Background: an optimization exercise with open tools, aiming at small area. Do not read the settings as production practice. The RTL was checked by simulation tests, not by an equivalence proof against the original design. Power and IR drop assume default switching activity.

Design uart_pwm_top, start of the top module:
module uart_pwm_top (
    input  logic        clk,
    input  logic        rst_n,
    input  logic        rx_in,
    input  logic        fifo_read,
    output logic [7:0]  rx_data,
    output logic        rx_valid,
    output logic        eos_flag,
    output logic        buffer_full,
    output logic [7:0]  fifo_data,
    output logic        fifo_empty,
    input  logic        tx_start,
    input  logic [7:0]  tx_data,
    output logic        tx_out,
    output logic        tx_busy,
    input  logic [1:0]  pow2,
    input  logic [1:0]  pow5,
    input  logic [6:0]  duty_cycle,
    output logic        pwm_out,
    output logic        cycle_done
);
    uart_rx u_rx (
        .clk_50mhz   (clk),
        .rst_n       (rst_n),
        .rx_in       (rx_in),
        .fifo_read   (fifo_read),
        .rx_data     (rx_data),
        .rx_valid    (rx_valid),
        .eos_flag    (eos_flag),
        .buffer_full (buffer_full),
        .fifo_data   (fifo_data),
        .fifo_empty  (fifo_empty)
    );
    uart_tx u_tx (
        .clk_50mhz (clk),
        .rst_n     (rst_n),
        .tx_start  (tx_start),
        .tx_data   (tx_data),
        .tx_out    (tx_out),
        .tx_busy   (tx_busy)
    );
    pwm_gen u_pwm (
        .clk        (clk),
        .rst_n      (rst_n),
        .pow2       (pow2),
        .pow5       (pow5),
        .duty_cycle (duty_cycle),
        .pwm_out    (pwm_out),
        .cycle_done (cycle_done)
    );
endmodule
Size: roughly 380 flip-flops, roughly 48 I/O pins, about 15,000 um^2 of cells after synthesis.
Settings: LEC_CHECK=0, CAP_MARGIN=20, CORE_MARGIN=2, CORE_UTILIZATION=70, SLEW_MARGIN=20; clock period 20.0 ns.
run.sh (not shown) runs the stock make flow with config.mk's settings and CLKGATE_MAP_FILE= SYNTH_SCRIPT=/design/flow/synth_recipe.tcl, a recipe that flattens the netlist after the stock synthesis.
The starting point passed the timing, DRC and antenna checks.
==> next run, changes <==
==> flow/flow/run.sh (new file) <==
#!/bin/bash
# Standard layout with two changes: port buffers use the smallest buffer, and
# clock tree synthesis inserts no dummy loads.
set -euo pipefail
bash standard.sh \
  'BUFFER_PORTS_ARGS=-buffer_cell sky130_fd_sc_hd__buf_1' \
  'CTS_ARGS=-sink_clustering_enable -repair_clock_nets -dont_use_dummy_load -buf_list sky130_fd_sc_hd__clkbuf_8' \
  finish > flow_make.log 2>&1
==> flow/standard.sh (new file) <==
#!/bin/bash
# synth_recipe.tcl (not shown) runs the flow's synth.tcl, then flattens the netlist and writes it again
# the make line also repeats each setting of config.mk as NAME=value (left out here)
make -C /OpenROAD-flow-scripts/flow DESIGN_CONFIG=/design/flow/config.mk WORK_HOME=/design/flow/orfs CLKGATE_MAP_FILE= SYNTH_SCRIPT=/design/flow/synth_recipe.tcl "${@:-finish}"
removed: flow/run.sh
Outcome:
- clock-buffer cell count is higher by 6
- final cell count is lower by about 0.65%
- fmax is higher by about 4.7%
- routed wire length is lower by 5.5%
- setup slack gets better by 360 ps
- power is lower by about 14%
- final area is lower by 4.6%
- die area stays the same
- combinational power is lower by about 12%
- synthesized area stays the same

---

Setup of gamma:
Starting RTL as in the previous note.
Settings: LEC_CHECK=0, CAP_MARGIN=20, CORE_MARGIN=2, CORE_UTILIZATION=70, CTS_BUF_LIST=sky130_fd_sc_hd__clkbuf_4, CTS_CLUSTER_SIZE=30, SLEW_MARGIN=20; clock period 20.0 ns.
Stock flow here: none of the scripts above is used.
The inputs of epsilon differ from those of gamma as listed below.
==> flow/flow/run.sh (new file) <==
#!/bin/bash
# Standard layout with two changes: port buffers use the smallest buffer, and
# clock tree synthesis inserts no dummy loads.
set -euo pipefail
bash standard.sh \
  'BUFFER_PORTS_ARGS=-buffer_cell sky130_fd_sc_hd__buf_1' \
  'CTS_ARGS=-sink_clustering_enable -repair_clock_nets -dont_use_dummy_load' \
  finish > flow_make.log 2>&1
==> flow/standard.sh (new file) <==
#!/bin/bash
# synth_recipe.tcl (not shown) runs the flow's synth.tcl, then flattens the netlist and writes it again
# the make line also repeats each setting of config.mk as NAME=value (left out here)
make -C /OpenROAD-flow-scripts/flow DESIGN_CONFIG=/design/flow/config.mk WORK_HOME=/design/flow/orfs CLKGATE_MAP_FILE= SYNTH_SCRIPT=/design/flow/synth_recipe.tcl "${@:-finish}"
--- a/flow/config.mk
+++ b/flow/config.mk
@@ -11,2 +10,0 @@
-export CTS_BUF_LIST = sky130_fd_sc_hd__clkbuf_4
-export CTS_CLUSTER_SIZE = 30
removed: flow/run.sh
### Flow results
Taking gamma as the reference point, the global-route met1 utilization of epsilon falls by 0.64 points.
Taking gamma as the reference, in epsilon post-route worst setup slack went up by 0.58 ns; wire length of the first global-routing pass climbed 0.37%; count of placed standard cells in the final layout, fillers left out lower; total wire length rose by 850 um; layout-stage area growth over the synthesis result went down by 3.8 points.
gamma vs epsilon, critical path's slowest cell: sky130_fd_sc_hd__buf_4 vs sky130_fd_sc_hd__dfrtp_4

==> separate check: timing with driven ports <==
In the flow no input, the clock included, has a driving cell. The finished layouts below were timed again as built, in two steps. Step 1 sets driving cells, clkbuf_16 on the clock port and buf_2 on the other inputs (assumed; they add their load-dependent delay and slew). Step 2, shift: input delay + t, output delay - t, t = (earliest + latest rising clock arrival at the registers) / 2. This alone moves slack from input paths to output paths. a / b / c = ideal ports / drivers / drivers and shift; a / b = the first two.
run	shift t [ns]	setup WS [ns]	hold slack, ns	worst register clock-pin slew, ns	worst data-port slew with drivers (ns)
the first run of note 1	0.573	11.930 / 11.883 / 12.456	0.340 / 0.340 / 0.340	0.07 / 0.07	0.04
the second run of note 1	0.607	12.291 / 12.247 / 12.854	0.306 / 0.306 / 0.306	0.06 / 0.06	0.03
gamma	0.729	11.752 / 11.714 / 12.443	0.310 / 0.310 / 0.310	0.07 / 0.07	0.04
epsilon	0.552	12.334 / 12.287 / 12.839	0.323 / 0.323 / 0.323	0.06 / 0.06	0.03
After both steps setup and hold are still met in every run listed.
